Source: an optimization exercise on an open RTL-to-GDS flow (aim: small area, a short achievable clock period and few clock cycles per item). Production flows keep margins and buffers that such runs may drop. In this exercise RTL edits were held to simulation tests only and were not proved equivalent to the original. Power figures rest on the tool's default switching activity, not on a simulated workload.

File: flow/run.sh
#!/bin/bash
# Own layout flow: the standard layout (standard.sh), with two changes:
#  - the port buffers that buffer_ports inserts are of the cell named in flow/knobs
#    (PORT_BUF) instead of the default pick;
#  - repair_timing aims for the setup margin named in flow/knobs (SETUP_MARGIN).
# Each make run writes its full output to a log file in this folder; ORFS's own
# per-step logs stay under orfs/logs/.
set -euo pipefail
source flow/knobs
bash standard.sh \
  "BUFFER_PORTS_ARGS=-buffer_cell $PORT_BUF" \
  "SETUP_SLACK_MARGIN=$SETUP_MARGIN" \
  finish > make_finish.log 2>&1
File: flow/knobs
PORT_BUF=sky130_fd_sc_hd__buf_2
SETUP_MARGIN=6.5
File: standard.sh
#!/bin/bash
# synth_recipe.tcl (not shown) runs the flow's synth.tcl, then flattens the netlist and writes it again
# the make line also repeats each setting of config.mk as NAME=value (left out here)
make -C /OpenROAD-flow-scripts/flow DESIGN_CONFIG=/design/flow/config.mk WORK_HOME=/design/flow/orfs CLKGATE_MAP_FILE= SYNTH_SCRIPT=/design/flow/synth_recipe.tcl "${@:-finish}"
File: config.mk
export PLATFORM = sky130hd
export DESIGN_NAME = CompMul
export DESIGN_NICKNAME = CompMul
export VERILOG_FILES = /design/flow/design.v
export SDC_FILE = /design/flow/constraint.sdc
export NUM_CORES = 4
export LEC_CHECK = 0
export CAP_MARGIN = 20
export CORE_MARGIN = 2
export CORE_UTILIZATION = 40
export CTS_BUF_LIST = sky130_fd_sc_hd__clkbuf_4 sky130_fd_sc_hd__clkbuf_8
export SLEW_MARGIN = 20
export SYNTH_HIERARCHICAL = 1
export SYNTH_MINIMUM_KEEP_SIZE = 0
File: constraint.sdc
create_clock -name core_clock -period 10.0 [get_ports {clk}]
set_input_delay 2.0000 -clock core_clock [delete_from_list [all_inputs] [get_ports {clk}]]
set_output_delay 2.0000 -clock core_clock [all_outputs]
set_load 0.01 [all_outputs]
File: design.v
module CompMul(
	input [31:0] Multiplicand_input,
	input [31:0] Multiplier_input,
	input run,
	input rst,
	input clk,
	output ready,
	output [63:0] Product_output
	);
	reg [31:0] Mn;        
	reg [31:0] PL;        
	reg [31:0] S;         
	reg [31:0] C;         
	reg [7:0] LC;        
	reg CF;               
	reg [7:0] BBn;       
	reg iter, fin, done;
	reg [1:0] cnt;
	assign ready = done;
	assign Product_output = {S, PL};
	wire [9:0] lo_sum2 = {1'b0, PL[31:24], 1'b1} + {1'b0, LC, CF};
	wire [8:0] lo_sum = lo_sum2[9:1];
	wire lo_cout = lo_sum[8];
	wire [40:0] fin_sum2 = {S, PL[31:24], 1'b1} + {C, LC, CF};
	wire [31:0] hi_sum = fin_sum2[40:9];
	wire [7:0] fin_lo = fin_sum2[8:1];
	wire [31:0] pp0 = ~(Mn | {32{BBn[0]}});
	wire [31:0] pp1 = ~(Mn | {32{BBn[1]}});
	wire [31:0] pp2 = ~(Mn | {32{BBn[2]}});
	wire [31:0] pp3 = ~(Mn | {32{BBn[3]}});
	wire [31:0] pp4 = ~(Mn | {32{BBn[4]}});
	wire [31:0] pp5 = ~(Mn | {32{BBn[5]}});
	wire [31:0] pp6 = ~(Mn | {32{BBn[6]}});
	wire [31:0] pp7 = ~(Mn | {32{BBn[7]}});
	wire hs0, hc0;
	HA u_hs0 (.a(C[7]), .b(S[7]), .s(hs0), .co(hc0));
	wire fs0, fc0;
	FA u_fs0 (.a(C[8]), .b(S[8]), .c(pp0[8]), .s(fs0), .co(fc0));
	wire fs1, fc1;
	FA u_fs1 (.a(C[9]), .b(S[9]), .c(pp0[9]), .s(fs1), .co(fc1));
	wire fs2, fc2;
	FA u_fs2 (.a(C[10]), .b(S[10]), .c(pp0[10]), .s(fs2), .co(fc2));
	wire fs3, fc3;
	FA u_fs3 (.a(C[11]), .b(S[11]), .c(pp0[11]), .s(fs3), .co(fc3));
	wire fs4, fc4;
	FA u_fs4 (.a(C[12]), .b(S[12]), .c(pp0[12]), .s(fs4), .co(fc4));
	wire fs5, fc5;
	FA u_fs5 (.a(C[13]), .b(S[13]), .c(pp0[13]), .s(fs5), .co(fc5));
	wire fs6, fc6;
	FA u_fs6 (.a(C[14]), .b(S[14]), .c(pp0[14]), .s(fs6), .co(fc6));
	wire fs7, fc7;
	FA u_fs7 (.a(C[15]), .b(S[15]), .c(pp0[15]), .s(fs7), .co(fc7));
	wire fs8, fc8;
	FA u_fs8 (.a(C[16]), .b(S[16]), .c(pp0[16]), .s(fs8), .co(fc8));
	wire fs9, fc9;
	FA u_fs9 (.a(C[17]), .b(S[17]), .c(pp0[17]), .s(fs9), .co(fc9));
	wire fs10, fc10;
	FA u_fs10 (.a(C[18]), .b(S[18]), .c(pp0[18]), .s(fs10), .co(fc10));
	wire fs11, fc11;
	FA u_fs11 (.a(C[19]), .b(S[19]), .c(pp0[19]), .s(fs11), .co(fc11));
	wire fs12, fc12;
	FA u_fs12 (.a(C[20]), .b(S[20]), .c(pp0[20]), .s(fs12), .co(fc12));
	wire fs13, fc13;
	FA u_fs13 (.a(C[21]), .b(S[21]), .c(pp0[21]), .s(fs13), .co(fc13));
	wire fs14, fc14;
	FA u_fs14 (.a(C[22]), .b(S[22]), .c(pp0[22]), .s(fs14), .co(fc14));
	wire fs15, fc15;
	FA u_fs15 (.a(C[23]), .b(S[23]), .c(pp0[23]), .s(fs15), .co(fc15));
	wire fs16, fc16;
	FA u_fs16 (.a(C[24]), .b(S[24]), .c(pp0[24]), .s(fs16), .co(fc16));
	wire fs17, fc17;
	FA u_fs17 (.a(C[25]), .b(S[25]), .c(pp0[25]), .s(fs17), .co(fc17));
	wire fs18, fc18;
	FA u_fs18 (.a(C[26]), .b(S[26]), .c(pp0[26]), .s(fs18), .co(fc18));
	wire fs19, fc19;
	FA u_fs19 (.a(C[27]), .b(S[27]), .c(pp0[27]), .s(fs19), .co(fc19));
	wire fs20, fc20;
	FA u_fs20 (.a(C[28]), .b(S[28]), .c(pp0[28]), .s(fs20), .co(fc20));
	wire fs21, fc21;
	FA u_fs21 (.a(C[29]), .b(S[29]), .c(pp0[29]), .s(fs21), .co(fc21));
	wire fs22, fc22;
	FA u_fs22 (.a(C[30]), .b(S[30]), .c(pp0[30]), .s(fs22), .co(fc22));
	wire fs23, fc23;
	FA u_fs23 (.a(C[31]), .b(S[31]), .c(pp0[31]), .s(fs23), .co(fc23));
	wire hs1, hc1;
	HA u_hs1 (.a(C[4]), .b(S[4]), .s(hs1), .co(hc1));
	wire fs24, fc24;
	FA u_fs24 (.a(C[5]), .b(S[5]), .c(pp0[5]), .s(fs24), .co(fc24));
	wire hs2, hc2;
	HA u_hs2 (.a(pp1[4]), .b(pp2[3]), .s(hs2), .co(hc2));
	wire fs25, fc25;
	FA u_fs25 (.a(C[6]), .b(S[6]), .c(pp0[6]), .s(fs25), .co(fc25));
	wire fs26, fc26;
	FA u_fs26 (.a(pp1[5]), .b(pp2[4]), .c(pp3[3]), .s(fs26), .co(fc26));
	wire hs3, hc3;
	HA u_hs3 (.a(pp4[2]), .b(pp5[1]), .s(hs3), .co(hc3));
	wire fs27, fc27;
	FA u_fs27 (.a(hs0), .b(pp0[7]), .c(pp1[6]), .s(fs27), .co(fc27));
	wire fs28, fc28;
	FA u_fs28 (.a(pp2[5]), .b(pp3[4]), .c(pp4[3]), .s(fs28), .co(fc28));
	wire fs29, fc29;
	FA u_fs29 (.a(pp5[2]), .b(pp6[1]), .c(pp7[0]), .s(fs29), .co(fc29));
	wire fs30, fc30;
	FA u_fs30 (.a(hc0), .b(pp1[7]), .c(pp2[6]), .s(fs30), .co(fc30));
	wire fs31, fc31;
	FA u_fs31 (.a(pp3[5]), .b(pp4[4]), .c(pp5[3]), .s(fs31), .co(fc31));
	wire fs32, fc32;
	FA u_fs32 (.a(pp6[2]), .b(pp7[1]), .c(fs0), .s(fs32), .co(fc32));
	wire fs33, fc33;
	FA u_fs33 (.a(pp1[8]), .b(pp2[7]), .c(pp3[6]), .s(fs33), .co(fc33));
	wire fs34, fc34;
	FA u_fs34 (.a(pp4[5]), .b(pp5[4]), .c(pp6[3]), .s(fs34), .co(fc34));
	wire fs35, fc35;
	FA u_fs35 (.a(pp7[2]), .b(fc0), .c(fs1), .s(fs35), .co(fc35));
	wire fs36, fc36;
	FA u_fs36 (.a(pp1[9]), .b(pp2[8]), .c(pp3[7]), .s(fs36), .co(fc36));
	wire fs37, fc37;
	FA u_fs37 (.a(pp4[6]), .b(pp5[5]), .c(pp6[4]), .s(fs37), .co(fc37));
	wire fs38, fc38;
	FA u_fs38 (.a(pp7[3]), .b(fc1), .c(fs2), .s(fs38), .co(fc38));
	wire fs39, fc39;
	FA u_fs39 (.a(pp1[10]), .b(pp2[9]), .c(pp3[8]), .s(fs39), .co(fc39));
	wire fs40, fc40;
	FA u_fs40 (.a(pp4[7]), .b(pp5[6]), .c(pp6[5]), .s(fs40), .co(fc40));
	wire fs41, fc41;
	FA u_fs41 (.a(pp7[4]), .b(fc2), .c(fs3), .s(fs41), .co(fc41));
	wire fs42, fc42;
	FA u_fs42 (.a(pp1[11]), .b(pp2[10]), .c(pp3[9]), .s(fs42), .co(fc42));
	wire fs43, fc43;
	FA u_fs43 (.a(pp4[8]), .b(pp5[7]), .c(pp6[6]), .s(fs43), .co(fc43));
	wire fs44, fc44;
	FA u_fs44 (.a(pp7[5]), .b(fc3), .c(fs4), .s(fs44), .co(fc44));
	wire fs45, fc45;
	FA u_fs45 (.a(pp1[12]), .b(pp2[11]), .c(pp3[10]), .s(fs45), .co(fc45));
	wire fs46, fc46;
	FA u_fs46 (.a(pp4[9]), .b(pp5[8]), .c(pp6[7]), .s(fs46), .co(fc46));
	wire fs47, fc47;
	FA u_fs47 (.a(pp7[6]), .b(fc4), .c(fs5), .s(fs47), .co(fc47));
	wire fs48, fc48;
	FA u_fs48 (.a(pp1[13]), .b(pp2[12]), .c(pp3[11]), .s(fs48), .co(fc48));
	wire fs49, fc49;
	FA u_fs49 (.a(pp4[10]), .b(pp5[9]), .c(pp6[8]), .s(fs49), .co(fc49));
	wire fs50, fc50;
	FA u_fs50 (.a(pp7[7]), .b(fc5), .c(fs6), .s(fs50), .co(fc50));
	wire fs51, fc51;
	FA u_fs51 (.a(pp1[14]), .b(pp2[13]), .c(pp3[12]), .s(fs51), .co(fc51));
	wire fs52, fc52;
	FA u_fs52 (.a(pp4[11]), .b(pp5[10]), .c(pp6[9]), .s(fs52), .co(fc52));
	wire fs53, fc53;
	FA u_fs53 (.a(pp7[8]), .b(fc6), .c(fs7), .s(fs53), .co(fc53));
	wire fs54, fc54;
	FA u_fs54 (.a(pp1[15]), .b(pp2[14]), .c(pp3[13]), .s(fs54), .co(fc54));
	wire fs55, fc55;
	FA u_fs55 (.a(pp4[12]), .b(pp5[11]), .c(pp6[10]), .s(fs55), .co(fc55));
	wire fs56, fc56;
	FA u_fs56 (.a(pp7[9]), .b(fc7), .c(fs8), .s(fs56), .co(fc56));
	wire fs57, fc57;
	FA u_fs57 (.a(pp1[16]), .b(pp2[15]), .c(pp3[14]), .s(fs57), .co(fc57));
	wire fs58, fc58;
	FA u_fs58 (.a(pp4[13]), .b(pp5[12]), .c(pp6[11]), .s(fs58), .co(fc58));
	wire fs59, fc59;
	FA u_fs59 (.a(pp7[10]), .b(fc8), .c(fs9), .s(fs59), .co(fc59));
	wire fs60, fc60;
	FA u_fs60 (.a(pp1[17]), .b(pp2[16]), .c(pp3[15]), .s(fs60), .co(fc60));
	wire fs61, fc61;
	FA u_fs61 (.a(pp4[14]), .b(pp5[13]), .c(pp6[12]), .s(fs61), .co(fc61));
	wire fs62, fc62;
	FA u_fs62 (.a(pp7[11]), .b(fc9), .c(fs10), .s(fs62), .co(fc62));
	wire fs63, fc63;
	FA u_fs63 (.a(pp1[18]), .b(pp2[17]), .c(pp3[16]), .s(fs63), .co(fc63));
	wire fs64, fc64;
	FA u_fs64 (.a(pp4[15]), .b(pp5[14]), .c(pp6[13]), .s(fs64), .co(fc64));
	wire fs65, fc65;
	FA u_fs65 (.a(pp7[12]), .b(fc10), .c(fs11), .s(fs65), .co(fc65));
	wire fs66, fc66;
	FA u_fs66 (.a(pp1[19]), .b(pp2[18]), .c(pp3[17]), .s(fs66), .co(fc66));
	wire fs67, fc67;
	FA u_fs67 (.a(pp4[16]), .b(pp5[15]), .c(pp6[14]), .s(fs67), .co(fc67));
	wire fs68, fc68;
	FA u_fs68 (.a(pp7[13]), .b(fc11), .c(fs12), .s(fs68), .co(fc68));
	wire fs69, fc69;
	FA u_fs69 (.a(pp1[20]), .b(pp2[19]), .c(pp3[18]), .s(fs69), .co(fc69));
	wire fs70, fc70;
	FA u_fs70 (.a(pp4[17]), .b(pp5[16]), .c(pp6[15]), .s(fs70), .co(fc70));
	wire fs71, fc71;
	FA u_fs71 (.a(pp7[14]), .b(fc12), .c(fs13), .s(fs71), .co(fc71));
	wire fs72, fc72;
	FA u_fs72 (.a(pp1[21]), .b(pp2[20]), .c(pp3[19]), .s(fs72), .co(fc72));
	wire fs73, fc73;
	FA u_fs73 (.a(pp4[18]), .b(pp5[17]), .c(pp6[16]), .s(fs73), .co(fc73));
	wire fs74, fc74;
	FA u_fs74 (.a(pp7[15]), .b(fc13), .c(fs14), .s(fs74), .co(fc74));
	wire fs75, fc75;
	FA u_fs75 (.a(pp1[22]), .b(pp2[21]), .c(pp3[20]), .s(fs75), .co(fc75));
	wire fs76, fc76;
	FA u_fs76 (.a(pp4[19]), .b(pp5[18]), .c(pp6[17]), .s(fs76), .co(fc76));
	wire fs77, fc77;
	FA u_fs77 (.a(pp7[16]), .b(fc14), .c(fs15), .s(fs77), .co(fc77));
	wire fs78, fc78;
	FA u_fs78 (.a(pp1[23]), .b(pp2[22]), .c(pp3[21]), .s(fs78), .co(fc78));
	wire fs79, fc79;
	FA u_fs79 (.a(pp4[20]), .b(pp5[19]), .c(pp6[18]), .s(fs79), .co(fc79));
	wire fs80, fc80;
	FA u_fs80 (.a(pp7[17]), .b(fc15), .c(fs16), .s(fs80), .co(fc80));
	wire fs81, fc81;
	FA u_fs81 (.a(pp1[24]), .b(pp2[23]), .c(pp3[22]), .s(fs81), .co(fc81));
	wire fs82, fc82;
	FA u_fs82 (.a(pp4[21]), .b(pp5[20]), .c(pp6[19]), .s(fs82), .co(fc82));
	wire fs83, fc83;
	FA u_fs83 (.a(pp7[18]), .b(fc16), .c(fs17), .s(fs83), .co(fc83));
	wire fs84, fc84;
	FA u_fs84 (.a(pp1[25]), .b(pp2[24]), .c(pp3[23]), .s(fs84), .co(fc84));
	wire fs85, fc85;
	FA u_fs85 (.a(pp4[22]), .b(pp5[21]), .c(pp6[20]), .s(fs85), .co(fc85));
	wire fs86, fc86;
	FA u_fs86 (.a(pp7[19]), .b(fc17), .c(fs18), .s(fs86), .co(fc86));
	wire fs87, fc87;
	FA u_fs87 (.a(pp1[26]), .b(pp2[25]), .c(pp3[24]), .s(fs87), .co(fc87));
	wire fs88, fc88;
	FA u_fs88 (.a(pp4[23]), .b(pp5[22]), .c(pp6[21]), .s(fs88), .co(fc88));
	wire fs89, fc89;
	FA u_fs89 (.a(pp7[20]), .b(fc18), .c(fs19), .s(fs89), .co(fc89));
	wire fs90, fc90;
	FA u_fs90 (.a(pp1[27]), .b(pp2[26]), .c(pp3[25]), .s(fs90), .co(fc90));
	wire fs91, fc91;
	FA u_fs91 (.a(pp4[24]), .b(pp5[23]), .c(pp6[22]), .s(fs91), .co(fc91));
	wire fs92, fc92;
	FA u_fs92 (.a(pp7[21]), .b(fc19), .c(fs20), .s(fs92), .co(fc92));
	wire fs93, fc93;
	FA u_fs93 (.a(pp1[28]), .b(pp2[27]), .c(pp3[26]), .s(fs93), .co(fc93));
	wire fs94, fc94;
	FA u_fs94 (.a(pp4[25]), .b(pp5[24]), .c(pp6[23]), .s(fs94), .co(fc94));
	wire fs95, fc95;
	FA u_fs95 (.a(pp7[22]), .b(fc20), .c(fs21), .s(fs95), .co(fc95));
	wire fs96, fc96;
	FA u_fs96 (.a(pp1[29]), .b(pp2[28]), .c(pp3[27]), .s(fs96), .co(fc96));
	wire fs97, fc97;
	FA u_fs97 (.a(pp4[26]), .b(pp5[25]), .c(pp6[24]), .s(fs97), .co(fc97));
	wire fs98, fc98;
	FA u_fs98 (.a(pp7[23]), .b(fc21), .c(fs22), .s(fs98), .co(fc98));
	wire fs99, fc99;
	FA u_fs99 (.a(pp1[30]), .b(pp2[29]), .c(pp3[28]), .s(fs99), .co(fc99));
	wire fs100, fc100;
	FA u_fs100 (.a(pp4[27]), .b(pp5[26]), .c(pp6[25]), .s(fs100), .co(fc100));
	wire fs101, fc101;
	FA u_fs101 (.a(pp7[24]), .b(fc22), .c(fs23), .s(fs101), .co(fc101));
	wire fs102, fc102;
	FA u_fs102 (.a(pp1[31]), .b(pp2[30]), .c(pp3[29]), .s(fs102), .co(fc102));
	wire fs103, fc103;
	FA u_fs103 (.a(pp4[28]), .b(pp5[27]), .c(pp6[26]), .s(fs103), .co(fc103));
	wire hs4, hc4;
	HA u_hs4 (.a(pp7[25]), .b(fc23), .s(hs4), .co(hc4));
	wire fs104, fc104;
	FA u_fs104 (.a(pp2[31]), .b(pp3[30]), .c(pp4[29]), .s(fs104), .co(fc104));
	wire hs5, hc5;
	HA u_hs5 (.a(pp5[28]), .b(pp6[27]), .s(hs5), .co(hc5));
	wire hs6, hc6;
	HA u_hs6 (.a(pp3[31]), .b(pp4[30]), .s(hs6), .co(hc6));
	wire hs7, hc7;
	HA u_hs7 (.a(C[2]), .b(S[2]), .s(hs7), .co(hc7));
	wire fs105, fc105;
	FA u_fs105 (.a(C[3]), .b(S[3]), .c(pp0[3]), .s(fs105), .co(fc105));
	wire hs8, hc8;
	HA u_hs8 (.a(pp1[2]), .b(pp2[1]), .s(hs8), .co(hc8));
	wire fs106, fc106;
	FA u_fs106 (.a(hs1), .b(pp0[4]), .c(pp1[3]), .s(fs106), .co(fc106));
	wire fs107, fc107;
	FA u_fs107 (.a(pp2[2]), .b(pp3[1]), .c(pp4[0]), .s(fs107), .co(fc107));
	wire fs108, fc108;
	FA u_fs108 (.a(hc1), .b(pp3[2]), .c(pp4[1]), .s(fs108), .co(fc108));
	wire fs109, fc109;
	FA u_fs109 (.a(pp5[0]), .b(hs2), .c(fs24), .s(fs109), .co(fc109));
	wire fs110, fc110;
	FA u_fs110 (.a(pp6[0]), .b(hc2), .c(hs3), .s(fs110), .co(fc110));
	wire fs111, fc111;
	FA u_fs111 (.a(fc24), .b(fs25), .c(fs26), .s(fs111), .co(fc111));
	wire fs112, fc112;
	FA u_fs112 (.a(hc3), .b(fc25), .c(fc26), .s(fs112), .co(fc112));
	wire fs113, fc113;
	FA u_fs113 (.a(fs27), .b(fs28), .c(fs29), .s(fs113), .co(fc113));
	wire fs114, fc114;
	FA u_fs114 (.a(fc27), .b(fc28), .c(fc29), .s(fs114), .co(fc114));
	wire fs115, fc115;
	FA u_fs115 (.a(fs30), .b(fs31), .c(fs32), .s(fs115), .co(fc115));
	wire fs116, fc116;
	FA u_fs116 (.a(fc30), .b(fc31), .c(fs33), .s(fs116), .co(fc116));
	wire fs117, fc117;
	FA u_fs117 (.a(fs34), .b(fc32), .c(fs35), .s(fs117), .co(fc117));
	wire fs118, fc118;
	FA u_fs118 (.a(fc33), .b(fc34), .c(fs36), .s(fs118), .co(fc118));
	wire fs119, fc119;
	FA u_fs119 (.a(fs37), .b(fc35), .c(fs38), .s(fs119), .co(fc119));
	wire fs120, fc120;
	FA u_fs120 (.a(fc36), .b(fc37), .c(fs39), .s(fs120), .co(fc120));
	wire fs121, fc121;
	FA u_fs121 (.a(fs40), .b(fc38), .c(fs41), .s(fs121), .co(fc121));
	wire fs122, fc122;
	FA u_fs122 (.a(fc39), .b(fc40), .c(fs42), .s(fs122), .co(fc122));
	wire fs123, fc123;
	FA u_fs123 (.a(fs43), .b(fc41), .c(fs44), .s(fs123), .co(fc123));
	wire fs124, fc124;
	FA u_fs124 (.a(fc42), .b(fc43), .c(fs45), .s(fs124), .co(fc124));
	wire fs125, fc125;
	FA u_fs125 (.a(fs46), .b(fc44), .c(fs47), .s(fs125), .co(fc125));
	wire fs126, fc126;
	FA u_fs126 (.a(fc45), .b(fc46), .c(fs48), .s(fs126), .co(fc126));
	wire fs127, fc127;
	FA u_fs127 (.a(fs49), .b(fc47), .c(fs50), .s(fs127), .co(fc127));
	wire fs128, fc128;
	FA u_fs128 (.a(fc48), .b(fc49), .c(fs51), .s(fs128), .co(fc128));
	wire fs129, fc129;
	FA u_fs129 (.a(fs52), .b(fc50), .c(fs53), .s(fs129), .co(fc129));
	wire fs130, fc130;
	FA u_fs130 (.a(fc51), .b(fc52), .c(fs54), .s(fs130), .co(fc130));
	wire fs131, fc131;
	FA u_fs131 (.a(fs55), .b(fc53), .c(fs56), .s(fs131), .co(fc131));
	wire fs132, fc132;
	FA u_fs132 (.a(fc54), .b(fc55), .c(fs57), .s(fs132), .co(fc132));
	wire fs133, fc133;
	FA u_fs133 (.a(fs58), .b(fc56), .c(fs59), .s(fs133), .co(fc133));
	wire fs134, fc134;
	FA u_fs134 (.a(fc57), .b(fc58), .c(fs60), .s(fs134), .co(fc134));
	wire fs135, fc135;
	FA u_fs135 (.a(fs61), .b(fc59), .c(fs62), .s(fs135), .co(fc135));
	wire fs136, fc136;
	FA u_fs136 (.a(fc60), .b(fc61), .c(fs63), .s(fs136), .co(fc136));
	wire fs137, fc137;
	FA u_fs137 (.a(fs64), .b(fc62), .c(fs65), .s(fs137), .co(fc137));
	wire fs138, fc138;
	FA u_fs138 (.a(fc63), .b(fc64), .c(fs66), .s(fs138), .co(fc138));
	wire fs139, fc139;
	FA u_fs139 (.a(fs67), .b(fc65), .c(fs68), .s(fs139), .co(fc139));
	wire fs140, fc140;
	FA u_fs140 (.a(fc66), .b(fc67), .c(fs69), .s(fs140), .co(fc140));
	wire fs141, fc141;
	FA u_fs141 (.a(fs70), .b(fc68), .c(fs71), .s(fs141), .co(fc141));
	wire fs142, fc142;
	FA u_fs142 (.a(fc69), .b(fc70), .c(fs72), .s(fs142), .co(fc142));
	wire fs143, fc143;
	FA u_fs143 (.a(fs73), .b(fc71), .c(fs74), .s(fs143), .co(fc143));
	wire fs144, fc144;
	FA u_fs144 (.a(fc72), .b(fc73), .c(fs75), .s(fs144), .co(fc144));
	wire fs145, fc145;
	FA u_fs145 (.a(fs76), .b(fc74), .c(fs77), .s(fs145), .co(fc145));
	wire fs146, fc146;
	FA u_fs146 (.a(fc75), .b(fc76), .c(fs78), .s(fs146), .co(fc146));
	wire fs147, fc147;
	FA u_fs147 (.a(fs79), .b(fc77), .c(fs80), .s(fs147), .co(fc147));
	wire fs148, fc148;
	FA u_fs148 (.a(fc78), .b(fc79), .c(fs81), .s(fs148), .co(fc148));
	wire fs149, fc149;
	FA u_fs149 (.a(fs82), .b(fc80), .c(fs83), .s(fs149), .co(fc149));
	wire fs150, fc150;
	FA u_fs150 (.a(fc81), .b(fc82), .c(fs84), .s(fs150), .co(fc150));
	wire fs151, fc151;
	FA u_fs151 (.a(fs85), .b(fc83), .c(fs86), .s(fs151), .co(fc151));
	wire fs152, fc152;
	FA u_fs152 (.a(fc84), .b(fc85), .c(fs87), .s(fs152), .co(fc152));
	wire fs153, fc153;
	FA u_fs153 (.a(fs88), .b(fc86), .c(fs89), .s(fs153), .co(fc153));
	wire fs154, fc154;
	FA u_fs154 (.a(fc87), .b(fc88), .c(fs90), .s(fs154), .co(fc154));
	wire fs155, fc155;
	FA u_fs155 (.a(fs91), .b(fc89), .c(fs92), .s(fs155), .co(fc155));
	wire fs156, fc156;
	FA u_fs156 (.a(fc90), .b(fc91), .c(fs93), .s(fs156), .co(fc156));
	wire fs157, fc157;
	FA u_fs157 (.a(fs94), .b(fc92), .c(fs95), .s(fs157), .co(fc157));
	wire fs158, fc158;
	FA u_fs158 (.a(fc93), .b(fc94), .c(fs96), .s(fs158), .co(fc158));
	wire fs159, fc159;
	FA u_fs159 (.a(fs97), .b(fc95), .c(fs98), .s(fs159), .co(fc159));
	wire fs160, fc160;
	FA u_fs160 (.a(fc96), .b(fc97), .c(fs100), .s(fs160), .co(fc160));
	wire fs161, fc161;
	FA u_fs161 (.a(fs99), .b(fc98), .c(fs101), .s(fs161), .co(fc161));
	wire fs162, fc162;
	FA u_fs162 (.a(fc100), .b(fc99), .c(fs102), .s(fs162), .co(fc162));
	wire fs163, fc163;
	FA u_fs163 (.a(fs103), .b(hs4), .c(fc101), .s(fs163), .co(fc163));
	wire fs164, fc164;
	FA u_fs164 (.a(pp7[26]), .b(hs5), .c(fc102), .s(fs164), .co(fc164));
	wire fs165, fc165;
	FA u_fs165 (.a(fc103), .b(fs104), .c(hc4), .s(fs165), .co(fc165));
	wire fs166, fc166;
	FA u_fs166 (.a(pp5[29]), .b(pp6[28]), .c(pp7[27]), .s(fs166), .co(fc166));
	wire fs167, fc167;
	FA u_fs167 (.a(hc5), .b(hs6), .c(fc104), .s(fs167), .co(fc167));
	wire fs168, fc168;
	FA u_fs168 (.a(pp4[31]), .b(pp5[30]), .c(pp6[29]), .s(fs168), .co(fc168));
	wire hs9, hc9;
	HA u_hs9 (.a(pp7[28]), .b(hc6), .s(hs9), .co(hc9));
	wire hs10, hc10;
	HA u_hs10 (.a(pp5[31]), .b(pp6[30]), .s(hs10), .co(hc10));
	wire hs11, hc11;
	HA u_hs11 (.a(C[1]), .b(S[1]), .s(hs11), .co(hc11));
	wire fs169, fc169;
	FA u_fs169 (.a(hs7), .b(pp0[2]), .c(pp1[1]), .s(fs169), .co(fc169));
	wire fs170, fc170;
	FA u_fs170 (.a(hc7), .b(pp3[0]), .c(hs8), .s(fs170), .co(fc170));
	wire fs171, fc171;
	FA u_fs171 (.a(hc8), .b(fc105), .c(fs106), .s(fs171), .co(fc171));
	wire fs172, fc172;
	FA u_fs172 (.a(fc106), .b(fc107), .c(fs108), .s(fs172), .co(fc172));
	wire fs173, fc173;
	FA u_fs173 (.a(fc108), .b(fs110), .c(fc109), .s(fs173), .co(fc173));
	wire fs174, fc174;
	FA u_fs174 (.a(fc110), .b(fc111), .c(fs112), .s(fs174), .co(fc174));
	wire fs175, fc175;
	FA u_fs175 (.a(fc112), .b(fc113), .c(fs114), .s(fs175), .co(fc175));
	wire fs176, fc176;
	FA u_fs176 (.a(fc114), .b(fs116), .c(fc115), .s(fs176), .co(fc176));
	wire fs177, fc177;
	FA u_fs177 (.a(fc116), .b(fs118), .c(fc117), .s(fs177), .co(fc177));
	wire fs178, fc178;
	FA u_fs178 (.a(fc118), .b(fs120), .c(fc119), .s(fs178), .co(fc178));
	wire fs179, fc179;
	FA u_fs179 (.a(fc120), .b(fs122), .c(fc121), .s(fs179), .co(fc179));
	wire fs180, fc180;
	FA u_fs180 (.a(fc122), .b(fs124), .c(fc123), .s(fs180), .co(fc180));
	wire fs181, fc181;
	FA u_fs181 (.a(fc124), .b(fs126), .c(fc125), .s(fs181), .co(fc181));
	wire fs182, fc182;
	FA u_fs182 (.a(fc126), .b(fs128), .c(fc127), .s(fs182), .co(fc182));
	wire fs183, fc183;
	FA u_fs183 (.a(fc128), .b(fs130), .c(fc129), .s(fs183), .co(fc183));
	wire fs184, fc184;
	FA u_fs184 (.a(fc130), .b(fs132), .c(fc131), .s(fs184), .co(fc184));
	wire fs185, fc185;
	FA u_fs185 (.a(fc132), .b(fs134), .c(fc133), .s(fs185), .co(fc185));
	wire fs186, fc186;
	FA u_fs186 (.a(fc134), .b(fs136), .c(fc135), .s(fs186), .co(fc186));
	wire fs187, fc187;
	FA u_fs187 (.a(fc136), .b(fs138), .c(fc137), .s(fs187), .co(fc187));
	wire fs188, fc188;
	FA u_fs188 (.a(fc138), .b(fs140), .c(fc139), .s(fs188), .co(fc188));
	wire fs189, fc189;
	FA u_fs189 (.a(fc140), .b(fs142), .c(fc141), .s(fs189), .co(fc189));
	wire fs190, fc190;
	FA u_fs190 (.a(fc142), .b(fs144), .c(fc143), .s(fs190), .co(fc190));
	wire fs191, fc191;
	FA u_fs191 (.a(fc144), .b(fs146), .c(fc145), .s(fs191), .co(fc191));
	wire fs192, fc192;
	FA u_fs192 (.a(fc146), .b(fs148), .c(fc147), .s(fs192), .co(fc192));
	wire fs193, fc193;
	FA u_fs193 (.a(fc148), .b(fs150), .c(fc149), .s(fs193), .co(fc193));
	wire fs194, fc194;
	FA u_fs194 (.a(fc150), .b(fs152), .c(fc151), .s(fs194), .co(fc194));
	wire fs195, fc195;
	FA u_fs195 (.a(fc152), .b(fs154), .c(fc153), .s(fs195), .co(fc195));
	wire fs196, fc196;
	FA u_fs196 (.a(fc154), .b(fs156), .c(fc155), .s(fs196), .co(fc196));
	wire fs197, fc197;
	FA u_fs197 (.a(fc156), .b(fs158), .c(fc157), .s(fs197), .co(fc197));
	wire fs198, fc198;
	FA u_fs198 (.a(fc158), .b(fs160), .c(fc159), .s(fs198), .co(fc198));
	wire fs199, fc199;
	FA u_fs199 (.a(fc160), .b(fs162), .c(fc161), .s(fs199), .co(fc199));
	wire fs200, fc200;
	FA u_fs200 (.a(fc162), .b(fs164), .c(fs165), .s(fs200), .co(fc200));
	wire fs201, fc201;
	FA u_fs201 (.a(fs166), .b(fc164), .c(fs167), .s(fs201), .co(fc201));
	wire fs202, fc202;
	FA u_fs202 (.a(fc166), .b(fs168), .c(hs9), .s(fs202), .co(fc202));
	wire fs203, fc203;
	FA u_fs203 (.a(pp7[29]), .b(hs10), .c(fc168), .s(fs203), .co(fc203));
	wire hs12, hc12;
	HA u_hs12 (.a(pp6[31]), .b(pp7[30]), .s(hs12), .co(hc12));
	wire hs13, hc13;
	HA u_hs13 (.a(C[0]), .b(S[0]), .s(hs13), .co(hc13));
	wire fs204, fc204;
	FA u_fs204 (.a(hs11), .b(pp0[1]), .c(pp1[0]), .s(fs204), .co(fc204));
	wire fs205, fc205;
	FA u_fs205 (.a(hc11), .b(pp2[0]), .c(fs169), .s(fs205), .co(fc205));
	wire fs206, fc206;
	FA u_fs206 (.a(fc169), .b(fs105), .c(fs170), .s(fs206), .co(fc206));
	wire fs207, fc207;
	FA u_fs207 (.a(fs107), .b(fc170), .c(fs171), .s(fs207), .co(fc207));
	wire fs208, fc208;
	FA u_fs208 (.a(fc171), .b(fs109), .c(fs172), .s(fs208), .co(fc208));
	wire fs209, fc209;
	FA u_fs209 (.a(fc172), .b(fs111), .c(fs173), .s(fs209), .co(fc209));
	wire fs210, fc210;
	FA u_fs210 (.a(fs113), .b(fc173), .c(fs174), .s(fs210), .co(fc210));
	wire fs211, fc211;
	FA u_fs211 (.a(fc174), .b(fs115), .c(fs175), .s(fs211), .co(fc211));
	wire fs212, fc212;
	FA u_fs212 (.a(fc175), .b(fs117), .c(fs176), .s(fs212), .co(fc212));
	wire fs213, fc213;
	FA u_fs213 (.a(fs119), .b(fc176), .c(fs177), .s(fs213), .co(fc213));
	wire fs214, fc214;
	FA u_fs214 (.a(fs121), .b(fc177), .c(fs178), .s(fs214), .co(fc214));
	wire fs215, fc215;
	FA u_fs215 (.a(fs123), .b(fc178), .c(fs179), .s(fs215), .co(fc215));
	wire fs216, fc216;
	FA u_fs216 (.a(fs125), .b(fc179), .c(fs180), .s(fs216), .co(fc216));
	wire fs217, fc217;
	FA u_fs217 (.a(fs127), .b(fc180), .c(fs181), .s(fs217), .co(fc217));
	wire fs218, fc218;
	FA u_fs218 (.a(fs129), .b(fc181), .c(fs182), .s(fs218), .co(fc218));
	wire fs219, fc219;
	FA u_fs219 (.a(fs131), .b(fc182), .c(fs183), .s(fs219), .co(fc219));
	wire fs220, fc220;
	FA u_fs220 (.a(fs133), .b(fc183), .c(fs184), .s(fs220), .co(fc220));
	wire fs221, fc221;
	FA u_fs221 (.a(fs135), .b(fc184), .c(fs185), .s(fs221), .co(fc221));
	wire fs222, fc222;
	FA u_fs222 (.a(fs137), .b(fc185), .c(fs186), .s(fs222), .co(fc222));
	wire fs223, fc223;
	FA u_fs223 (.a(fs139), .b(fc186), .c(fs187), .s(fs223), .co(fc223));
	wire fs224, fc224;
	FA u_fs224 (.a(fs141), .b(fc187), .c(fs188), .s(fs224), .co(fc224));
	wire fs225, fc225;
	FA u_fs225 (.a(fs143), .b(fc188), .c(fs189), .s(fs225), .co(fc225));
	wire fs226, fc226;
	FA u_fs226 (.a(fs145), .b(fc189), .c(fs190), .s(fs226), .co(fc226));
	wire fs227, fc227;
	FA u_fs227 (.a(fs147), .b(fc190), .c(fs191), .s(fs227), .co(fc227));
	wire fs228, fc228;
	FA u_fs228 (.a(fs149), .b(fc191), .c(fs192), .s(fs228), .co(fc228));
	wire fs229, fc229;
	FA u_fs229 (.a(fs151), .b(fc192), .c(fs193), .s(fs229), .co(fc229));
	wire fs230, fc230;
	FA u_fs230 (.a(fs153), .b(fc193), .c(fs194), .s(fs230), .co(fc230));
	wire fs231, fc231;
	FA u_fs231 (.a(fs155), .b(fc194), .c(fs195), .s(fs231), .co(fc231));
	wire fs232, fc232;
	FA u_fs232 (.a(fs157), .b(fc195), .c(fs196), .s(fs232), .co(fc232));
	wire fs233, fc233;
	FA u_fs233 (.a(fs159), .b(fc196), .c(fs197), .s(fs233), .co(fc233));
	wire fs234, fc234;
	FA u_fs234 (.a(fs161), .b(fc197), .c(fs198), .s(fs234), .co(fc234));
	wire fs235, fc235;
	FA u_fs235 (.a(fs163), .b(fc198), .c(fs199), .s(fs235), .co(fc235));
	wire fs236, fc236;
	FA u_fs236 (.a(fc163), .b(fs200), .c(fc199), .s(fs236), .co(fc236));
	wire fs237, fc237;
	FA u_fs237 (.a(fc165), .b(fs201), .c(fc200), .s(fs237), .co(fc237));
	wire fs238, fc238;
	FA u_fs238 (.a(fc167), .b(fs202), .c(fc201), .s(fs238), .co(fc238));
	wire fs239, fc239;
	FA u_fs239 (.a(hc9), .b(fs203), .c(fc202), .s(fs239), .co(fc239));
	wire fs240, fc240;
	FA u_fs240 (.a(hc10), .b(hs12), .c(fc203), .s(fs240), .co(fc240));
	wire hs14, hc14;
	HA u_hs14 (.a(pp7[31]), .b(hc12), .s(hs14), .co(hc14));
	wire [39:0] TS = {hc14, fc240, fc239, fc238, fc237, fc236, fc235, fc234, fc233, fc232, fc231, fc230, fc229, fc228, fc227, fc226, fc225, fc224, fc223, fc222, fc221, fc220, fc219, fc218, fc217, fc216, fc215, fc214, fc213, fc212, fc211, fc210, fc209, fc208, fc207, fc206, fc205, fc204, hc13, hs13};
	wire [39:0] TC = {1'b0, hs14, fs240, fs239, fs238, fs237, fs236, fs235, fs234, fs233, fs232, fs231, fs230, fs229, fs228, fs227, fs226, fs225, fs224, fs223, fs222, fs221, fs220, fs219, fs218, fs217, fs216, fs215, fs214, fs213, fs212, fs211, fs210, fs209, fs208, fs207, fs206, fs205, fs204, pp0[0]};
	always @(posedge clk or posedge rst) begin
		if (rst) begin
			iter <= 1'b0;
			fin <= 1'b0;
			done <= 1'b0;
			cnt <= 2'd0;
			S <= 32'd0;
		end else begin
			if (iter) S <= TS[39:8];
			else S <= hi_sum;
			if (!iter && !fin && !done) begin
				if (run) iter <= 1'b1;
				cnt <= 2'd0;
			end else if (iter) begin
				cnt <= cnt + 2'd1;
				if (cnt == 2'd3) begin
					iter <= 1'b0;
					fin <= 1'b1;
				end
			end else if (fin) begin
				fin <= 1'b0;
				done <= 1'b1;
			end
		end
	end
	always @(posedge clk) begin
		Mn <= ~Multiplicand_input;
		C <= iter ? TC[39:8] : 32'd0;
		LC <= iter ? TC[7:0] : 8'd0;
		CF <= iter & lo_cout;
		BBn <= (iter || fin || done) ? ~PL[15:8] : ~Multiplier_input[7:0];
		if (iter) PL <= {TS[7:0], lo_sum[7:0], PL[23:8]};
		else if (fin || done) PL[31:24] <= fin_lo;
		else PL <= Multiplier_input;
	end
endmodule
module FA(input a, input b, input c, output s, output co);
	assign s = a ^ b ^ c;
	assign co = (a & b) | (a & c) | (b & c);
endmodule
module INV(input a, output y);
	assign y = ~a;
endmodule
module HA(input a, input b, output s, output co);
	assign s = a ^ b;
	assign co = a & b;
endmodule
==> flow_summary.toml, run 1 <==
[yosys]
synth_most_common_cell = "nor2_1"
synth_edf_count = 24
syn-cell-area_sq_um = 13300
syn-mean-instance-area_sq_um = 10.4
ys_ff_latch = 149
synth_nets = 1639
synth_top_area_frac = 0.365
synth.yosys.seq_area_share = 0.257
synthCells = 1275
synth_common_cells = "nor2_1, fa_1, dfxtp_1"
yosysWarnings = 7
synth_top_area_cell = "fa_1"
synth-async-reset-ratio = 0.248
synth_area_leaders = "fa_1, dfxtp_1, nor2_1"
synthFlopType = "dfxtp_1"
ys_types = 65

[die]
die_area_sq_um = 34700
die_h_um = 186
coreArea_sq_um = 32600
io_pins = 132
start_util = 0.407
rows = 66
die_w_um = 186

[global_route]
grt-ovfl-total = 0
grt_pass1_wl_um = 56600
grt_use_total = 0.216
grt_max_degree = 73
antenna_found_initial = 1
grt_pass1_vias = 10200

[timing]
fin_crit_ns = 3.36
finalCritPeriodShare = 0.336
setup_viol = 0
max_freq_ghz = 0.298
final.setup.tns_ns = 0
tightest_slew_ns = 1.06
clock-skew-final_ns = 0.0257
hold_viol_final = 0
rsz0062_at_grt = "yes"
drv_slew = 0
relSlewSlack = 0.292

[power_and_ir_drop]
powerDensity_nw_per_um2 = 175
clock_power_share = 0.194
switching_power_mw = 1.10
peakVddDrop_uv = 84.0
switching_share = 0.430
seq_power_share = 0.321
pwr-share-comb = 0.485
total_power_mw = 2.56
p_int_mw = 1.46
power.leakage_nw = 6.55

[worst_setup_path]
path_buf_inv = 0
cpMostUsedCell = "fa_1"
critPathCaptureType = "flip-flop"
crit_required_ns = 10.37
crit_arrival_ns = 3.72
cp_cell_sequence = "nor2_1 > fa_1 > fa_1 > fa_1 > fa_1 > and2_1"
startpoint_type = "flip-flop"
critical_path.max_fanout = 32
cp_top_family = "adder cells"
critical_path.max_stage_delay_ns = 0.93
cp_slowest_cell = "dfxtp_2"
critPathKind = "reg -> reg"

[route]
wire_per_inst_um = 19.7
dr.pass1.iters = 5
routed_wl_um = 35400
dr_total_vias = 9490
via_per_inst = 5.29
first_iter_violations = 570
ant_nets = 0
route.detailed.drc = 0

[cells_and_area]
drive_gt1_frac = 0.160
diodes = 0
final_util = 0.448
fin_cells = 1794
post-route-cell-area_sq_um = 14600
areaGrowthSynthToFinish_pct = 10.1
fin_nets = 1703

[placement]
dp_hpwl_um = 26900
dpl-instance-area_sq_um = 14200
globalplace.congestion = 0.868
io_buffers = 131
dp_cells = 1762

[clock_network]
clockBufferDepth = 2
h-tree-depth = 4
cts_tree = "built"
clock_sinks = 149
cts.clk_slew.worst_paths_ns = 0.11
root_buffer = "clkbuf_8"
cts-buffers-inserted = 17
postCtsSetupRepairBufs = 0
insertion_delay_ns = 0.49

[job]
cap_violations = 0

[min_path]
hold_class = "reg -> reg"

[status]
outcome = "finished clean"
[power groups by stage]
stage / sequential, mW / combinational, mW / clock, mW
after floorplan: 0.809 / 0.857 / 0
after global placement: 0.839 / 1.22 / 0
after detailed placement: 0.838 / 1.25 / 0
after CTS: 0.825 / 1.26 / 0.509
after global routing: 0.836 / 1.42 / 0.536
final: 0.822 / 1.24 / 0.495
[final cells by class]
type / count / area [sq um]
fillers: 3121 / 18000
well taps: 442 / 553
repair buffers: 134 / 682
inverters: 47 / 176
clock inverters: 15 / 183
flip-flops and latches: 149 / 3430
clock buffers: 17 / 234
multi-input cells: 990 / 9360
[path summary, 6_finish.rpt]
| check | startpoint | cells past startpoint | slack [ns] | end |
|---|---|---|---|---|
| max | BBn[5]$_DFF_P_ | 6 | 6.64 | C[25]$_SDFF_PN0_ |
| min | cnt[0]$_DFFE_PP0P_ | 1 | 0.49 | cnt[0]$_DFFE_PP0P_ |
| max reg2reg | BBn[5]$_DFF_P_ | 6 | 6.64 | C[25]$_SDFF_PN0_ |
| min reg2reg | cnt[0]$_DFFE_PP0P_ | 1 | 0.49 | cnt[0]$_DFFE_PP0P_ |
| max in group asynchronous | rst | 2 | 7.64 | iter$_DFFE_PP0P_ |
| min in group asynchronous | rst | 2 | 1.70 | done$_DFFE_PP0P_ |
[state kept, by name, summed over array words and instances (netlist names), 2 cells and up]
| register | count |
|---|---|
| BBn | 8 |
| C | 31 |
| LC | 8 |
| Mn | 32 |
| PL | 32 |
| S | 32 |
| cnt | 2 |
[modules after synthesis, one instance, submodules excluded]
module,cell area (sq um),flops+latches,copies in the design,cells inside
CompMul,8270,149,1,1019
FA,20.0,0,241,1
HA,12.5,0,15,1
[worst register-to-register path, delay by kind of cell (launching register included)]
| family | cells | cell delay, ns |
|---|---|---|
| adders and majority gates | 4 | 1.98 |
| DFF | 1 | 0.93 |
| and+or+nand+nor | 2 | 0.34 |
[logic make-up after synthesis]
group,count (synthesis),share of synthesized area
buffers and inverters,136,0.0392
other,1,0.000282
XOR/XNOR,34,0.0224
multiplexers,41,0.0333
AND/OR/NAND/NOR,447,0.148
AO/OA/AOI/OAI,170,0.0839
flip-flops,149,0.257
adder cells (fa/ha/maj),297,0.417
[per-stage QoR]
stage | setup slack (ns) | hold WS, ns
floorplan | 6.82 | 0.451
global placement | 6.60 | 0.454
detailed placement | 6.58 | 0.465
CTS | 6.55 | 0.494
global route | 6.50 | 0.509
finish | 6.64 | 0.491
[cell usage in the layout, fill, tap and decap left out, drive strengths merged, types with 4 or more instances in the layout]
cell type / netlist / final
fa: 242 / 242
a21o: 18 / 18
and4: 5 / 5
a31oi: 6 / 6
clkbuf: 53 / 17
clkinv: 0 / 4
nand2: 67 / 67
edfxtp: 24 / 24
a21oi: 40 / 40
xnor2: 22 / 22
nand3: 8 / 8
nand4: 14 / 14
mux2: 25 / 25
mux2i: 16 / 16
dfrtp: 37 / 37
inv: 47 / 55
o21ai: 61 / 61
xor2: 12 / 12
nor4: 4 / 4
buf: 36 / 134
ha: 55 / 55
o211ai: 4 / 4
nor2: 277 / 277
o21bai: 8 / 8
dfxtp: 88 / 88
and2: 43 / 43
nor2b: 5 / 5
a211oi: 9 / 9
nor3: 9 / 9
[metal layers]
layer  GRT usage  vias up  share of wire
met2       0.363      277           0.48
met1       0.297     4891           0.46
li1            -     4284              -
met5           0        -        0.00028
met3      0.0335       36          0.047
met4      0.0457        2          0.013
[timing repair]
action,in CTS,in global routing
setup endpoints to repair,0,36
gates resized for setup,0,5
hold buffers,0,0
Testbench counts, summed over its fixed seeds: cycles 14,400, items 2,400.
==> run 2, diff against run 1 <==
--- a/config.mk
+++ b/config.mk
@@ -9,3 +9,3 @@
 export CORE_MARGIN = 2
-export CORE_UTILIZATION = 40
+export CORE_UTILIZATION = 65
 export CTS_BUF_LIST = sky130_fd_sc_hd__clkbuf_4 sky130_fd_sc_hd__clkbuf_8
==> run 2 against run 1 <==
Effect of this change:
- still clean
- critical path depth increased by 2
- area after synthesis is the same
- die area decreased by 38%
- worst hold slack got worse by 0.020 ns
- utilization is 27 points higher
- power grew 1.7%
- design area fell by 1.1%
- flip-flop and latch count stayed put
- wire length shrank 5.6%
- final cell count decreased by 9.4%
- non-clock buffer count increased by 4
- largest power group unchanged
- highest routed layer is now met4
==> flow_summary.toml, run 2 <==
[cells_and_area]
drive_gt1_frac = 0.160
final_common_cell = "nor2_1"
fin_nets = 1707
most-common-layout-cells = "nor2_1, fa_1, buf_2, dfxtp_1, nand2_1"
diodes = 0
areaGrowthSynthToFinish_pct = 8.86
top_regs = "Mn x32, PL x32, S x32"

[power_and_ir_drop]
pwr-share-comb = 0.478
switching_power_mw = 1.09
power.leakage_nw = 6.59
peakVddDrop_uv = 84.1
seq_power_share = 0.315
p_int_mw = 1.51
switching_share = 0.421
clock_power_share = 0.206
total_power_mw = 2.60
powerDensity_nw_per_um2 = 180

[clock_network]
clockBufferDepth = 2
insertion_delay_ns = 0.48
h-tree-depth = 4
cts-buffers-inserted = 17
cts.clk_slew.worst_paths_ns = 0.10
cts_tree = "built"
root_buffer = "clkbuf_8"
clock_sinks = 149
postCtsSetupRepairBufs = 0

[yosys]
synth_top_area_frac = 0.365
syn-cell-area_sq_um = 13300
synth-simple-area-share = 0.148
synth.yosys.seq_area_share = 0.257
synth_top_area_cell = "fa_1"
synthCells = 1275
synthFlopType = "dfxtp_1"
synth_most_common_cell = "nor2_1"
synth_compound_area_frac = 0.0839
post_synth_mux_area_share = 0.0333
synth_nets = 1639
synth-async-reset-ratio = 0.248
yosys.area_share.adder = 0.417
yosysWarnings = 7
synth_edf_count = 24
ys_ff_latch = 149
synth_common_cells = "nor2_1, fa_1, dfxtp_1"
synth_xor_area_frac = 0.0224
synth_area_leaders = "fa_1, dfxtp_1, nor2_1"
syn-mean-instance-area_sq_um = 10.4
synth_top_family_by_area = "adder cells"
ys_types = 65

[die]
rows = 52
die_area_sq_um = 21600
die_h_um = 147
io_pins = 132
coreArea_sq_um = 20200
start_util = 0.659
die_w_um = 147

[timing]
max_freq_ghz = 0.296
clock-skew-final_ns = 0.0209
rsz0062_at_grt = "no"
setup_slack_ns = 6.63
final.setup.tns_ns = 0
drv_slew = 0
setup_viol = 0
fin_crit_ns = 3.37
tightest_slew_ns = 0.927
relSlewSlack = 0.380
hold_viol_final = 0
finalCritPeriodShare = 0.337

[placement]
globalplace.congestion = 0.910
io_buffers = 131
dpl_worst_slack_ns = 6.59
dp_hpwl_um = 25000

[worst_setup_path]
critPathCaptureType = "flip-flop"
cp_top_family = "adder cells"
cpMostUsedCell = "fa_1"
cp_slowest_cell = "fa_1"
rrSetupSlack_ns = 6.63
critical_path.max_fanout = 32
crit_arrival_ns = 3.73
critical_path.max_stage_delay_ns = 0.54
cp_cell_sequence = "buf_8 > nor2_1 > fa_1 > fa_1 > fa_1 > fa_1 > fa_1 > and2_1"
startpoint_type = "flip-flop"
critPathKind = "reg -> reg"
path_buf_inv = 1
crit_required_ns = 10.35

[global_route]
grt_pass1_wl_um = 54600
grt_max_degree = 77
grt_use_total = 0.328
antenna_found_initial = 0
grt-ovfl-total = 0
grt_pass1_vias = 10400

[job]
cap_violations = 0

[route]
dr.pass1.iters = 5
via_per_inst = 5.98
ant_nets = 0
route.detailed.drc = 0
dr_total_vias = 9725
first_iter_violations = 617
wire_per_inst_um = 20.6
routed_wl_um = 33400

[status]
outcome = "finished clean"

[min_path]
hold_class = "reg -> reg"
run 2: worst reg2reg max path: cells and delay by family, from the launching register on:
family                   cells  cell delay [ns]
buffers and inverters        1             0.26
flip-flops                   1             0.36
adder cells (fa/ha/maj)      5             2.35
AND/OR/NAND/NOR              2             0.29
run 2: path summary, 6_finish.rpt:
check / start / to / depth (start not counted)
worst min-delay path: PL[13]$_DFFE_PP_ / BBn[5]$_DFF_P_ / 1
worst max-delay path: BBn[0]$_DFF_P_ / C[16]$_SDFF_PN0_ / 8
worst max register to register: BBn[0]$_DFF_P_ / C[16]$_SDFF_PN0_ / 8
min in group asynchronous: rst / S[30]$_DFF_PP0_ / 3
max in group asynchronous: rst / iter$_DFFE_PP0P_ / 3
worst min register to register: PL[13]$_DFFE_PP_ / BBn[5]$_DFF_P_ / 1
run 2: timing repair:
action / in CTS / in global routing
hold buffers: 0 / 0
endpoints found under the setup margin: 0 / 39
gates resized for setup: 0 / 6
run 2: area by class of cell:
cell class	count	area, sq um
fillers	1530	5710
well taps	270	338
multi-input cells	990	9360
flip-flops and latches	149	3420
inverters	47	176
clock buffers	17	234
clock inverters	15	214
repair buffers	138	716
run 2: cells by family (layout without fill, tap and decap cells):
| logic type | count (synthesis) | count (layout) |
|---|---|---|
| fa+ha+maj | 297 | 297 |
| other cells | 1 | 1 |
| compound gates | 170 | 170 |
| simple gates | 447 | 447 |
| xor+xnor | 34 | 34 |
| buf+inv | 136 | 217 |
| mux | 41 | 41 |
| flops | 149 | 149 |
run 2: power by group through the flow:
stage | clock [mW] | combinational, mW | sequential (mW)
after floorplan | 0 | 0.857 | 0.809
after global routing | 0.567 | 1.42 | 0.828
after global placement | 0 | 1.21 | 0.830
after detailed placement | 0 | 1.24 | 0.831
after CTS | 0.545 | 1.25 | 0.817
final | 0.536 | 1.24 | 0.819
run 2: modules after synthesis (local to each module, per instance):
module	cells	cell area (sq um)	copies in the design
HA	1	12.5	15
CompMul	1019	8270	1
FA	1	20.0	241
run 2: layer usage:
layer / vias up / global-route usage / wire (um)
met4: 0 / 0.0986 / 798
met2: 344 / 0.548 / 16700
met3: 62 / 0.0571 / 1970
met1: 5029 / 0.447 / 13900
met5: - / 0 / 0
li1: 4290 / - / -
run 2: metrics by stage:
stage | util | cell area (sq um) | hold slack [ns] | instances
after floorplan | - | 13300 | 0.451 | 1275
after global placement | 0.694 | 14000 | 0.450 | 1594
after detailed placement | 0.694 | 14000 | 0.459 | 1594
after CTS | 0.716 | 14400 | 0.477 | 1626
after global routing | 0.717 | 14500 | 0.500 | 1626
final | 0.717 | 14500 | 0.471 | 1626
==> run 3, diff against run 2 <==
==> flow/knobs (replaced) <==
PORT_BUF=sky130_fd_sc_hd__buf_2
SETUP_MARGIN=6.8
--- a/config.mk
+++ b/config.mk
@@ -9,4 +9,6 @@
 export CORE_MARGIN = 2
-export CORE_UTILIZATION = 65
-export CTS_BUF_LIST = sky130_fd_sc_hd__clkbuf_4 sky130_fd_sc_hd__clkbuf_8
+export CORE_UTILIZATION = 40
+export CTS_BUF_LIST = sky130_fd_sc_hd__clkbuf_16
+export CTS_CLUSTER_DIAMETER = 300
+export CTS_CLUSTER_SIZE = 40
 export SLEW_MARGIN = 20
==> run 3 against run 2 <==
Effect of this change:
- maximum frequency up 2.4%
- final cell count up 11%
- design area up 5.4%
- flip-flop and latch count unchanged
- clock power up 25%
- clock skew down 0.0039 ns
- global-route usage down 11 points
- sequential share of layout area down 0.96 points
- synthesized cell count unchanged
- utilization down 25 points
- highest routed layer is now met5
==> flow_summary.toml, run 3 <==
[worst_setup_path]
crit_arrival_ns = 3.62
startpoint_type = "flip-flop"
crit_required_ns = 10.33
cpMostUsedCell = "fa_2"
cp_top_family = "adder cells"
crit_start = "BBn[0]$_DFF_P_"
critPathCaptureType = "flip-flop"
reg2reg_from = "BBn[0]$_DFF_P_"
rr_worst_depth = 8
crit_end = "C[22]$_SDFF_PN0_"
rrSetupSlack_ns = 6.71
critPathKind = "reg -> reg"
path_buf_inv = 1
critical_path.max_fanout = 8
critical_path.max_stage_delay_ns = 0.57
cp_cell_sequence = "buf_12 > nor2_1 > fa_1 > fa_2 > fa_2 > fa_2 > fa_2 > and2_1"
timing.rr.end = "C[22]$_SDFF_PN0_"
cp_slowest_cell = "fa_2"
cp_num_cells = 8

[cells_and_area]
top_regs = "Mn x32, PL x32, S x32"
diodes = 0
areaGrowthSynthToFinish_pct = 14.7
drive_gt1_frac = 0.216
fin_nets = 1716
final_common_cell = "nor2_1"
most-common-layout-cells = "nor2_1, fa_1, buf_2, nand2_1, dfxtp_1"

[clock_network]
clockBufferDepth = 2
hold_buffers = 0
cts_tree = "built"
root_buffer = "clkbuf_16"
cts.clk_slew.worst_paths_ns = 0.07
h-tree-depth = 4
clock_sinks = 149
cts-buffers-inserted = 17
insertion_delay_ns = 0.45

[power_and_ir_drop]
peakVddDrop_uv = 129
total_power_mw = 2.79
powerDensity_nw_per_um2 = 183
power.leakage_nw = 6.72

[yosys]
yosysWarnings = 7
ys_ff_latch = 149
synth_nets = 1639
synth_top_area_cell = "fa_1"
ys_types = 65
synth_edf_count = 24
synth_area_leaders = "fa_1, dfxtp_1, nor2_1"
synth_most_common_cell = "nor2_1"
synthFlopType = "dfxtp_1"
synth_common_cells = "nor2_1, fa_1, dfxtp_1"
synth-async-reset-ratio = 0.248
syn-cell-area_sq_um = 13300
synth_top_area_frac = 0.365
syn-mean-instance-area_sq_um = 10.4
synthCells = 1275
synth.yosys.seq_area_share = 0.257

[timing]
finalCritPeriodShare = 0.329
clock-skew-final_ns = 0.0170
hold_viol_final = 0
relSlewSlack = 0.297
max_freq_ghz = 0.304
setup_viol = 0
tightest_slew_ns = 1.05
fin_crit_ns = 3.29
drv_slew = 0
final.setup.tns_ns = 0
rsz0062_at_grt = "yes"

[die]
rows = 66
die_area_sq_um = 34700
io_pins = 132
start_util = 0.407
coreArea_sq_um = 32600
die_h_um = 186
die_w_um = 186

[status]
outcome = "finished clean"

[global_route]
grt_pass1_wl_um = 57400
grt_use_total = 0.220
grt_max_degree = 73
grt-ovfl-total = 0
grt_pass1_vias = 10300
antenna_found_initial = 1

[route]
wire_per_inst_um = 21.0
route.detailed.drc = 0
first_iter_violations = 653
ant_nets = 0
via_per_inst = 5.32
routed_wl_um = 38000
dr_total_vias = 9619
dr.pass1.iters = 5

[placement]
dp_hpwl_um = 26900
io_buffers = 131
globalplace.congestion = 0.868

[job]
cap_violations = 0

[min_path]
hold_class = "reg -> reg"
-- run 3: cell counts after synthesis --
Identical to the previous run, type by type.
-- run 3: report_power, final --
group	total [mW]	internal [mW]	leakage (nW)	switching [mW]
logic	1.29	0.585	5.04	0.707
registers	0.824	0.692	1.39	0.132
clock network	0.671	0.359	0.291	0.313
total	2.79	1.64	6.72	1.15
-- run 3: cell type report --
type	count	area [sq um]
clock buffers	17	425
clock inverters	15	183
fillers	3054	17400
inverters	47	176
multi-input cells	990	9510
flip-flops and latches	149	3460
well taps	442	553
repair buffers	147	928
-- run 3: per-stage QoR --
step	std cells	hold slack (ns)	cell area [sq um]	util	setup WS, ns
after floorplan	1275	0.451	13300	-	6.82
after global placement	1762	0.454	14200	0.435	6.60
after detailed placement	1762	0.465	14200	0.435	6.58
after CTS	1795	0.488	14900	0.456	6.73
after global routing	1807	0.504	15200	0.467	6.64
final	1807	0.488	15200	0.467	6.71
-- run 3: what timing repair did --
action,in CTS,in global routing
gates resized for setup,21,62
setup endpoints to repair,58,51
cloned,1,1
hold endpoints to repair,0,0
buffers inserted,0,11
pin swaps,0,4
-- run 3: cells by family after synthesis --
group,share of synthesized area
buf+inv,0.0392
other cells,0.000282
mux,0.0333
fa+ha+maj,0.417
xor+xnor,0.0224
simple gates,0.148
flops,0.257
compound gates,0.0839
-- run 3: per-module statistics from Yosys, one instance, submodules excluded --
module,cell area [sq um],flip-flops and latches,cells inside,times used
CompMul,8270,149,1019,1
FA,20.0,0,1,241
HA,12.5,0,1,15
-- run 3: layer usage --
metal | track usage | up-vias | part of all wire
li1 | - | 4307 | -
met2 | 0.368 | 301 | 0.48
met3 | 0.0409 | 48 | 0.063
met5 | 0 | - | 0.00026
met4 | 0.0517 | 2 | 0.021
met1 | 0.299 | 4961 | 0.44
-- run 3: worst min-delay path by stage --
stage	startpoint	to	slack [ns]	depth (start not counted)
2_1_floorplan	BBn[0]$_DFF_P_	LC[0]$_SDFF_PN0_	0.45	1
3_3_place_gp	PL[12]$_DFFE_PP_	BBn[4]$_DFF_P_	0.45	1
3_5_place_dp	PL[12]$_DFFE_PP_	BBn[4]$_DFF_P_	0.46	1
4_1_cts	PL[12]$_DFFE_PP_	BBn[4]$_DFF_P_	0.49	1
5_1_grt	cnt[0]$_DFFE_PP0P_	cnt[0]$_DFFE_PP0P_	0.50	1
6_report	PL[10]$_DFFE_PP_	BBn[2]$_DFF_P_	0.49	1
-- run 3: worst register-to-register path, delay by kind of cell, from the launching register on --
| family | cells | cell delay (ns) |
|---|---|---|
| flops | 1 | 0.43 |
| buf+inv | 1 | 0.17 |
| fa+ha+maj | 5 | 2.37 |
| simple gates | 2 | 0.23 |

afterwards: timing with drivers on the ports:
Ports are ideal in the flow. The routed layouts listed here were re-timed in OpenROAD. Step 1, drivers: a clkbuf_16 drives clk and a buf_2 each remaining input, both assumed. Step 2 adds t to the input delays and takes it off the output delays; t is the mean of the earliest and latest rising clock arrival at the registers after step 1. Input paths then give back, and output paths get back, about the clock's delay inside the block. Three values: no drivers, after step 1, after step 2; two values: the first two.
run	shift t [ns]	setup slack, ns	hold slack, ns	worst setup path after step 2	latest minus earliest clock arrival (ns)
run 1	0.517	6.645 / 6.645 / 6.645	0.491 / 0.491 / 0.491	register to register	0.027 / 0.026
run 2	0.512	6.627 / 6.627 / 6.627	0.471 / 0.471 / 0.471	register to register	0.021 / 0.021
run 3	0.488	6.706 / 6.706 / 6.706	0.488 / 0.488 / 0.488	register to register	0.018 / 0.018
After both steps every run listed still meets setup and hold.
